This design comes from an exercise in tuning for small area, a short achievable clock period and few clock cycles per item on the open sky130 flow, not from production work.
Function was checked by simulation only, so behaviour that the tests miss may differ from the original.
Power figures rest on the tool's default switching activity, not on a simulated workload.

==> job 7451 <==
Design matrix_mul, start of the top module:
module matrix_mul #(
    parameter BITS = 8,  
    parameter WIDTH = 4,  
    parameter HEIGHT_A = 4,  
    parameter WIDTH_B = 4  
)(
    input logic clk,  
    input logic reset,  
    input logic start,  
    input logic [HEIGHT_A*WIDTH*BITS-1:0] i_array_a,  
    input logic [WIDTH*WIDTH_B*BITS-1:0] i_array_b,  
    output logic [HEIGHT_A*WIDTH_B*2*BITS-1:0] o_array_res,  
    output logic done  
);
clock: 8.0 ns
lec_check: 0
cap_margin: 10
core_margin: 2
core_utilization: 62
setup_slack_margin: 2.4
slew_margin: 10
synth_hierarchical: 1
run.sh (not shown) runs the stock make flow with config.mk's settings and CLKGATE_MAP_FILE= SYNTH_SCRIPT=/design/flow/synth_recipe.tcl, a recipe that flattens the netlist after the stock synthesis.
==> inputs of job 4338, as changes to job 7451 <==
CAP_MARGIN = 5   (was 10)
CORE_UTILIZATION = 55   (was 62)
SETUP_SLACK_MARGIN = 2.5   (was 2.4)
SLEW_MARGIN = 5   (was 10)
==> summary.txt <==
|  | job 7451 | job 4338 |
|---|---|---|
| Clock-net power | 0.00319 W | 0.00357 W |
| #MultiIn Comb | 8088 | 8084 |
| Fraction of power spent switching nets | 46.1% | 46.3% |
| Met1 Track Usage GR | 55.9% | 54.3% |
| Met1 layer wirelength in the final routing | 154 mm | 174 mm |
| Required time at the endpoint of the critical path | 8460 ps | 8500 ps |
| Post-Place Setup Slack | 925 ps | 950 ps |
| Die boundary width | 441 um | 468 um |
| End point of the critical path | cs_q[19]$_DFFE_PP_ | cs_q[497]$_DFFE_PP_ |
| WP data arrival | 6130 ps | 6060 ps |
| GR met2 Demand/Resource | 64.7% | 61.8% |
| Routed WL per cell | 34.5 um | 37.3 um |
| Share of power burned in combinational logic | 80.8% | 80.4% |
| Number of nets at the end of the flow | 12900 | 13000 |
| Slew at the pin closest to its max-slew limit | 1200 ps | 1300 ps |
| Maximum clock rate | 0.176 GHz | 0.180 GHz |
| Fill cells | 14600 | 17600 |
| Run status | finished clean | finished clean |
| Sequential portion of the cell area | 12.2% | 11.9% |
| All-Layer GR Usage | 43.6% | 43.4% |
| Leakage dissipation | 46.5 nW | 47.6 nW |
| Final Power | 0.0619 W | 0.0630 W |
Testbench counts of job 7451, summed over its fixed seeds: cycles 2,000, items 2,000.
Testbench counts of job 4338, summed over its fixed seeds: cycles 2,000, items 2,000.

---

==> job 170 <==
Starting RTL as in the previous note.
## matrix_mul
module matrix_mul #(
    parameter BITS = 8,  
    parameter WIDTH = 4,  
    parameter HEIGHT_A = 4,  
    parameter WIDTH_B = 4  
)(
    input logic clk,  
    input logic reset,  
    input logic start,  
    input logic [HEIGHT_A*WIDTH*BITS-1:0] i_array_a,  
    input logic [WIDTH*WIDTH_B*BITS-1:0] i_array_b,  
    output logic [HEIGHT_A*WIDTH_B*2*BITS-1:0] o_array_res,  
    output logic done  
);
==> module booth_enc, before the edit <==
module booth_enc (
    input logic [7:0] b,
    output logic [3:0] one,
    output logic [3:0] two,
    output logic [3:0] neg
);
logic [8:0] bx;
assign bx = {b, 1'b0};
genvar r;
generate
    for (r = 0; r < 4; r++) begin : digit
        assign one[r] = bx[2*r+1] ^ bx[2*r];
        assign two[r] = (bx[2*r+2] & ~bx[2*r+1] & ~bx[2*r]) | (~bx[2*r+2] & bx[2*r+1] & bx[2*r]);
        assign neg[r] = bx[2*r+2];
    end
endgenerate
endmodule
export LEC_CHECK = 0
export CAP_MARGIN = 20
export CORE_MARGIN = 2
export CORE_UTILIZATION = 55
export SETUP_SLACK_MARGIN = 2.65
export SLEW_MARGIN = 20
export SYNTH_HIERARCHICAL = 1
create_clock -name core_clock -period 8.0 [get_ports {clk}]
==> job 1583 (differences from job 170) <==
--- a/flow/design.v
+++ b/flow/design.v
@@ -27,17 +27,17 @@
 );
 logic [8:0] bx;
 assign bx = {b, 1'b0};
 genvar r;
 generate
     for (r = 0; r < 4; r++) begin : digit
         assign one[r] = bx[2*r+1] ^ bx[2*r];
         assign two[r] = (bx[2*r+2] & ~bx[2*r+1] & ~bx[2*r]) | (~bx[2*r+2] & bx[2*r+1] & bx[2*r]);
-        assign neg[r] = bx[2*r+2];
+        assign neg[r] = bx[2*r+2] & ~(bx[2*r+1] & bx[2*r]);
     end
 endgenerate
 endmodule
 module cpa16 (
     input logic [15:0] a,
     input logic [15:0] b,
     output logic [15:0] s
 );
Settings changed: SETUP_SLACK_MARGIN 2.65 to 2.6.
==> job 9825 (differences from job 170) <==
--- a/flow/design.v
+++ b/flow/design.v
@@ -27,112 +27,28 @@
 );
 logic [8:0] bx;
 assign bx = {b, 1'b0};
 genvar r;
 generate
     for (r = 0; r < 4; r++) begin : digit
         assign one[r] = bx[2*r+1] ^ bx[2*r];
         assign two[r] = (bx[2*r+2] & ~bx[2*r+1] & ~bx[2*r]) | (~bx[2*r+2] & bx[2*r+1] & bx[2*r]);
-        assign neg[r] = bx[2*r+2];
+        assign neg[r] = bx[2*r+2] & ~(bx[2*r+1] & bx[2*r]);
     end
 endgenerate
 endmodule
-module cpa16 (
-    input logic [15:0] a,
-    input logic [15:0] b,
-    output logic [15:0] s
-);
-logic [15:0] p, g;
-assign p = a ^ b;
-assign g = a & b;
-logic g0_1;
-assign g0_1 = g[1] | (p[1] & g[0]);
-logic g0_3;
-assign g0_3 = g[3] | (p[3] & g[2]);
-logic p0_3;
-assign p0_3 = p[3] & p[2];
-logic g0_5;
-assign g0_5 = g[5] | (p[5] & g[4]);
-logic p0_5;
-assign p0_5 = p[5] & p[4];
-logic g0_7;
-assign g0_7 = g[7] | (p[7] & g[6]);
-logic p0_7;
-assign p0_7 = p[7] & p[6];
-logic g0_9;
-assign g0_9 = g[9] | (p[9] & g[8]);
-logic p0_9;
-assign p0_9 = p[9] & p[8];
-logic g0_11;
-assign g0_11 = g[11] | (p[11] & g[10]);
-logic p0_11;
-assign p0_11 = p[11] & p[10];
-logic g0_13;
-assign g0_13 = g[13] | (p[13] & g[12]);
-logic p0_13;
-assign p0_13 = p[13] & p[12];
-logic g1_3;
-assign g1_3 = g0_3 | (p0_3 & g0_1);
-logic g1_7;
-assign g1_7 = g0_7 | (p0_7 & g0_5);
-logic p1_7;
-assign p1_7 = p0_7 & p0_5;
-logic g1_11;
-assign g1_11 = g0_11 | (p0_11 & g0_9);
-logic p1_11;
-assign p1_11 = p0_11 & p0_9;
-logic g2_7;
-assign g2_7 = g1_7 | (p1_7 & g1_3);
-logic g5_11;
-assign g5_11 = g1_11 | (p1_11 & g2_7);
-logic g6_5;
-assign g6_5 = g0_5 | (p0_5 & g1_3);
-logic g6_9;
-assign g6_9 = g0_9 | (p0_9 & g2_7);
-logic g6_13;
-assign g6_13 = g0_13 | (p0_13 & g5_11);
-logic g7_2;
-assign g7_2 = g[2] | (p[2] & g0_1);
-logic g7_4;
-assign g7_4 = g[4] | (p[4] & g1_3);
-logic g7_6;
-assign g7_6 = g[6] | (p[6] & g6_5);
-logic g7_8;
-assign g7_8 = g[8] | (p[8] & g2_7);
-logic g7_10;
-assign g7_10 = g[10] | (p[10] & g6_9);
-logic g7_12;
-assign g7_12 = g[12] | (p[12] & g5_11);
-logic g7_14;
-assign g7_14 = g[14] | (p[14] & g6_13);
-assign s[0] = p[0];
-assign s[1] = p[1] ^ g[0];
-assign s[2] = p[2] ^ g0_1;
-assign s[3] = p[3] ^ g7_2;
-assign s[4] = p[4] ^ g1_3;
-assign s[5] = p[5] ^ g7_4;
-assign s[6] = p[6] ^ g6_5;
-assign s[7] = p[7] ^ g7_6;
-assign s[8] = p[8] ^ g2_7;
-assign s[9] = p[9] ^ g7_8;
-assign s[10] = p[10] ^ g6_9;
-assign s[11] = p[11] ^ g7_10;
-assign s[12] = p[12] ^ g5_11;
-assign s[13] = p[13] ^ g7_12;
-assign s[14] = p[14] ^ g6_13;
-assign s[15] = p[15] ^ g7_14;
-endmodule
 `timescale 1ns / 1ps
 module dot4 (
     input logic [7:0] a0, a1, a2, a3,
     input logic [3:0] one0, one1, one2, one3,
     input logic [3:0] two0, two1, two2, two3,
     input logic [3:0] neg0, neg1, neg2, neg3,
-    output logic [31:0] cs
+    output logic [15:0] row0,
+    output logic [15:0] row1
 );
 logic p1;
 logic p2;
 logic p3;
 logic p4;
 logic p5;
 logic p6;
 logic p7;
@@ -657,17 +573,17 @@
 assign p112 = ((one2[3] & a2[1]) | (two2[3] & a2[0])) ^ neg2[3];
 assign p113 = ((one2[3] & a2[2]) | (two2[3] & a2[1])) ^ neg2[3];
 assign p114 = ((one2[3] & a2[3]) | (two2[3] & a2[2])) ^ neg2[3];
 assign p115 = ((one2[3] & a2[4]) | (two2[3] & a2[3])) ^ neg2[3];
 assign p116 = ((one2[3] & a2[5]) | (two2[3] & a2[4])) ^ neg2[3];
 assign p117 = ((one2[3] & a2[6]) | (two2[3] & a2[5])) ^ neg2[3];
 assign p118 = ((one2[3] & a2[7]) | (two2[3] & a2[6])) ^ neg2[3];
 assign p119 = ~(((one2[3] & a2[7]) | (two2[3] & a2[7])) ^ neg2[3]);
-assign cs[1] = one3[0] & a3[0];
+assign row1[0] = one3[0] & a3[0];
 assign p121 = neg3[0] & ~(one3[0] & a3[0]);
 assign p122 = ((one3[0] & a3[1]) | (two3[0] & a3[0])) ^ neg3[0];
 assign p123 = ((one3[0] & a3[2]) | (two3[0] & a3[1])) ^ neg3[0];
 assign p124 = ((one3[0] & a3[3]) | (two3[0] & a3[2])) ^ neg3[0];
 assign p125 = ((one3[0] & a3[4]) | (two3[0] & a3[3])) ^ neg3[0];
 assign p126 = ((one3[0] & a3[5]) | (two3[0] & a3[4])) ^ neg3[0];
 assign p127 = ((one3[0] & a3[6]) | (two3[0] & a3[5])) ^ neg3[0];
 assign p128 = ((one3[0] & a3[7]) | (two3[0] & a3[6])) ^ neg3[0];
@@ -825,88 +741,84 @@
 fa u402 (.a(c354), .b(c356), .c(s357), .s(s401), .co(c402));
 fa u404 (.a(c358), .b(c360), .c(s361), .s(s403), .co(c404));
 fa u406 (.a(c362), .b(c364), .c(s365), .s(s405), .co(c406));
 fa u408 (.a(c366), .b(c368), .c(s369), .s(s407), .co(c408));
 fa u410 (.a(c370), .b(c372), .c(s373), .s(s409), .co(c410));
 fa u412 (.a(c374), .b(c376), .c(s377), .s(s411), .co(c412));
 fa u414 (.a(c378), .b(c380), .c(s381), .s(s413), .co(c414));
 assign s415 = c382 ^ c384;
-ha u417 (.a(s385), .b(p81), .s(cs[0]), .co(cs[2]));
-fa u419 (.a(c386), .b(s387), .c(p122), .s(cs[3]), .co(cs[4]));
-fa u421 (.a(c388), .b(s389), .c(p130), .s(cs[5]), .co(cs[6]));
-fa u423 (.a(c390), .b(s391), .c(s339), .s(cs[7]), .co(cs[8]));
-fa u425 (.a(c392), .b(s393), .c(s343), .s(cs[9]), .co(cs[10]));
-fa u427 (.a(c394), .b(s395), .c(s347), .s(cs[11]), .co(cs[12]));
-fa u429 (.a(c396), .b(s397), .c(s351), .s(cs[13]), .co(cs[14]));
-fa u431 (.a(c398), .b(s399), .c(s355), .s(cs[15]), .co(cs[16]));
-fa u433 (.a(c400), .b(s401), .c(s359), .s(cs[17]), .co(cs[18]));
-fa u435 (.a(c402), .b(s403), .c(s363), .s(cs[19]), .co(cs[20]));
-fa u437 (.a(c404), .b(s405), .c(s367), .s(cs[21]), .co(cs[22]));
-fa u439 (.a(c406), .b(s407), .c(s371), .s(cs[23]), .co(cs[24]));
-fa u441 (.a(c408), .b(s409), .c(s375), .s(cs[25]), .co(cs[26]));
-fa u443 (.a(c410), .b(s411), .c(s379), .s(cs[27]), .co(cs[28]));
-fa u445 (.a(c412), .b(s413), .c(s383), .s(cs[29]), .co(cs[30]));
-assign cs[31] = c414 ^ s415 ^ 1'b1;
-endmodule
-module dot4_fin (
-    input logic [31:0] cs,
-    output logic [15:0] res
-);
-logic [15:0] row0, row1;
-assign row0 = {cs[30], cs[28], cs[26], cs[24], cs[22], cs[20], cs[18], cs[16], cs[14], cs[12], cs[10], cs[8], cs[6], cs[4], cs[2], cs[0]};
-assign row1 = {cs[31], cs[29], cs[27], cs[25], cs[23], cs[21], cs[19], cs[17], cs[15], cs[13], cs[11], cs[9], cs[7], cs[5], cs[3], cs[1]};
-cpa16 add (.a(row0), .b(row1), .s(res));
+ha u417 (.a(s385), .b(p81), .s(row0[0]), .co(row0[1]));
+fa u419 (.a(c386), .b(s387), .c(p122), .s(row1[1]), .co(row0[2]));
+fa u421 (.a(c388), .b(s389), .c(p130), .s(row1[2]), .co(row0[3]));
+fa u423 (.a(c390), .b(s391), .c(s339), .s(row1[3]), .co(row0[4]));
+fa u425 (.a(c392), .b(s393), .c(s343), .s(row1[4]), .co(row0[5]));
+fa u427 (.a(c394), .b(s395), .c(s347), .s(row1[5]), .co(row0[6]));
+fa u429 (.a(c396), .b(s397), .c(s351), .s(row1[6]), .co(row0[7]));
+fa u431 (.a(c398), .b(s399), .c(s355), .s(row1[7]), .co(row0[8]));
+fa u433 (.a(c400), .b(s401), .c(s359), .s(row1[8]), .co(row0[9]));
+fa u435 (.a(c402), .b(s403), .c(s363), .s(row1[9]), .co(row0[10]));
+fa u437 (.a(c404), .b(s405), .c(s367), .s(row1[10]), .co(row0[11]));
+fa u439 (.a(c406), .b(s407), .c(s371), .s(row1[11]), .co(row0[12]));
+fa u441 (.a(c408), .b(s409), .c(s375), .s(row1[12]), .co(row0[13]));
+fa u443 (.a(c410), .b(s411), .c(s379), .s(row1[13]), .co(row0[14]));
+fa u445 (.a(c412), .b(s413), .c(s383), .s(row1[14]), .co(row0[15]));
+assign row1[15] = c414 ^ s415 ^ 1'b1;
 endmodule
 `timescale 1ns / 1ps
 module matrix_mul #(
     parameter BITS = 8,  
     parameter WIDTH = 4,  
     parameter HEIGHT_A = 4,  
     parameter WIDTH_B = 4  
 )(
     input logic clk,  
     input logic reset,  
     input logic start,  
     input logic [HEIGHT_A*WIDTH*BITS-1:0] i_array_a,  
     input logic [WIDTH*WIDTH_B*BITS-1:0] i_array_b,  
     output logic [HEIGHT_A*WIDTH_B*2*BITS-1:0] o_array_res,  
     output logic done  
 );
-localparam int NCS = 32;  
+logic [HEIGHT_A*WIDTH_B*2*BITS-1:0] row0, row1, res;
 logic [3:0] one [WIDTH*WIDTH_B];
 logic [3:0] two [WIDTH*WIDTH_B];
 logic [3:0] neg [WIDTH*WIDTH_B];
 genvar e;
 generate
     for (e = 0; e < WIDTH*WIDTH_B; e++) begin : enc
         booth_enc be (.b(i_array_b[e*BITS +: BITS]), .one(one[e]), .two(two[e]), .neg(neg[e]));
     end
 endgenerate
-logic [HEIGHT_A*WIDTH_B*NCS-1:0] cs, cs_q;
 genvar i, j;
 generate
     for (i = 0; i < HEIGHT_A; i++) begin : row
         for (j = 0; j < WIDTH_B; j++) begin : col
             localparam int R = i*WIDTH_B + j;
             dot4 dot (
                 .a0(i_array_a[(i*WIDTH+0)*BITS +: BITS]),
                 .a1(i_array_a[(i*WIDTH+1)*BITS +: BITS]),
                 .a2(i_array_a[(i*WIDTH+2)*BITS +: BITS]),
                 .a3(i_array_a[(i*WIDTH+3)*BITS +: BITS]),
                 .one0(one[0*WIDTH_B+j]), .two0(two[0*WIDTH_B+j]), .neg0(neg[0*WIDTH_B+j]),
                 .one1(one[1*WIDTH_B+j]), .two1(two[1*WIDTH_B+j]), .neg1(neg[1*WIDTH_B+j]),
                 .one2(one[2*WIDTH_B+j]), .two2(two[2*WIDTH_B+j]), .neg2(neg[2*WIDTH_B+j]),
                 .one3(one[3*WIDTH_B+j]), .two3(two[3*WIDTH_B+j]), .neg3(neg[3*WIDTH_B+j]),
-                .cs(cs[R*NCS +: NCS])
+                .row0(row0[R*2*BITS +: 2*BITS]),
+                .row1(row1[R*2*BITS +: 2*BITS])
             );
-            dot4_fin fin (.cs(cs_q[R*NCS +: NCS]), .res(o_array_res[R*2*BITS +: 2*BITS]));
+            assign res[R*2*BITS +: 2*BITS] = row0_q[R*2*BITS +: 2*BITS] + row1_q[R*2*BITS +: 2*BITS];
         end
     end
 endgenerate
+logic [HEIGHT_A*WIDTH_B*2*BITS-1:0] row0_q, row1_q;
 always_ff @(posedge clk) begin
-    if (start) cs_q <= cs;
+    if (start) begin
+        row0_q <= row0;
+        row1_q <= row1;
+    end
 end
+assign o_array_res = res;
 always_ff @(posedge clk or negedge reset) begin
     if (!reset) done <= 1'b0;
     else if (start) done <= 1'b1;
 end
 endmodule
Settings changed: CORE_UTILIZATION 55 to 40, SETUP_SLACK_MARGIN 2.65 to not set.
==> job 8238 (differences from job 170) <==
--- a/flow/design.v
+++ b/flow/design.v
@@ -27,17 +27,17 @@
 );
 logic [8:0] bx;
 assign bx = {b, 1'b0};
 genvar r;
 generate
     for (r = 0; r < 4; r++) begin : digit
         assign one[r] = bx[2*r+1] ^ bx[2*r];
         assign two[r] = (bx[2*r+2] & ~bx[2*r+1] & ~bx[2*r]) | (~bx[2*r+2] & bx[2*r+1] & bx[2*r]);
-        assign neg[r] = bx[2*r+2];
+        assign neg[r] = bx[2*r+2] & ~(bx[2*r+1] & bx[2*r]);
     end
 endgenerate
 endmodule
 module cpa16 (
     input logic [15:0] a,
     input logic [15:0] b,
     output logic [15:0] s
 );
Settings changed: CORE_UTILIZATION 55 to 40, SETUP_SLACK_MARGIN 2.65 to 2.5.
==> comparison <==
Of job 9825 and job 8238, job 8238 has the higher setup slack (gap 0.83 ns).
Flip-flop and latch count is the same in job 9825 and job 170.
Clock skew is the same in job 8238 and job 170.
Register-to-register slack is about the same in job 170 and job 8238.
Between job 170 and job 9825, the lower global-route usage is in job 9825 (gap 9.3 points).
Non-clock buffer count: job 9825 < job 8238 < job 170 < job 1583.
==> figures <==
| item | job 8238 | job 170 | job 1583 | job 9825 |
|---|---|---|---|---|
| Proportion of total power due to net switching | 0.4680 | 0.4583 | 0.4610 | 0.4718 |
| Crit path max-delay cell type | sky130_fd_sc_hd__fa_1 | sky130_fd_sc_hd__dlymetal6s2s_1 | sky130_fd_sc_hd__buf_2 | sky130_fd_sc_hd__ha_1 |
| N_taps | 3939 | 2838 | 2838 | 3939 |
| Fin util | 0.4483 | 0.6200 | 0.6157 | 0.4228 |
| Sequential cell area fraction in the yosys report | 0.1297 | 0.1299 | 0.1297 | 0.1296 |
| Internal power | 35.39 mW | 34.76 mW | 35.85 mW | 35.13 mW |
| Largest register FFs | 512 | 512 | 512 | - |
| CP Launch Point | i_array_b[90] | i_array_a[14] | i_array_a[110] | i_array_b[85] |
| Cell Rows | 200 | 170 | 170 | 200 |
| Sequential cell fraction of total power | 0.134 | 0.136 | 0.134 | 0.131 |
| Outcome | timing/DRC/antenna clean | timing/DRC/antenna clean | timing/DRC/antenna clean | timing/DRC/antenna clean |
| Fraction of synthesized cell area in xor and xnor cells | 0.1653 | 0.1691 | 0.1653 | 0.1726 |
| Clock-net power | 3.72 mW | 3.51 mW | 3.50 mW | 3.60 mW |
| Sum of routed wire segments on met1 | 186100 um | 174400 um | 175200 um | 182000 um |
Testbench counts of job 170, summed over its fixed seeds: cycles 2,000, items 2,000.
Testbench counts of job 1583, summed over its fixed seeds: cycles 2,000, items 2,000.
Testbench counts of job 9825, summed over its fixed seeds: cycles 2,000, items 2,000.
Testbench counts of job 8238, summed over its fixed seeds: cycles 2,000, items 2,000.

-- what the ideal ports hide --
The results above use ideal ports. As a check the final layouts listed here were re-extracted and re-timed, cells and wires unchanged.
Step 1, drivers: a clkbuf_16 drives clk and a buf_2 each remaining input, both assumed.
Step 2, shift: input delay + t, output delay - t, t = (earliest + latest rising clock arrival at the registers) / 2. This alone moves slack from input paths to output paths.
Slacks: ideal ports / drivers / drivers and shift; pairs: ideal ports / drivers.
run	shift t [ns]	slack for setup (ns)	clock arrival spread, ns	slew at the worst register clock pin (ns)	worst slew at a driven data input, ns
job 7451	0.835	2.330 / 2.345 / 1.510	0.066 / 0.066	0.09 / 0.09	0.16
job 4338	0.857	2.439 / 2.389 / 1.583	0.044 / 0.045	0.08 / 0.08	0.30
job 170	0.847	2.535 / 2.584 / 1.738	0.052 / 0.052	0.09 / 0.09	0.25
job 1583	0.842	2.554 / 2.540 / 1.781	0.042 / 0.042	0.07 / 0.07	0.11
job 9825	0.841	1.564 / 1.486 / 0.791	0.051 / 0.051	0.08 / 0.08	0.11
job 8238	0.821	2.394 / 2.381 / 1.647	0.058 / 0.059	0.08 / 0.08	0.15
After both steps every run listed still meets setup and hold. For job 4338, which loses most, drivers alone change the setup slack by -0.050 ns; drivers and shift together by -0.856 ns.
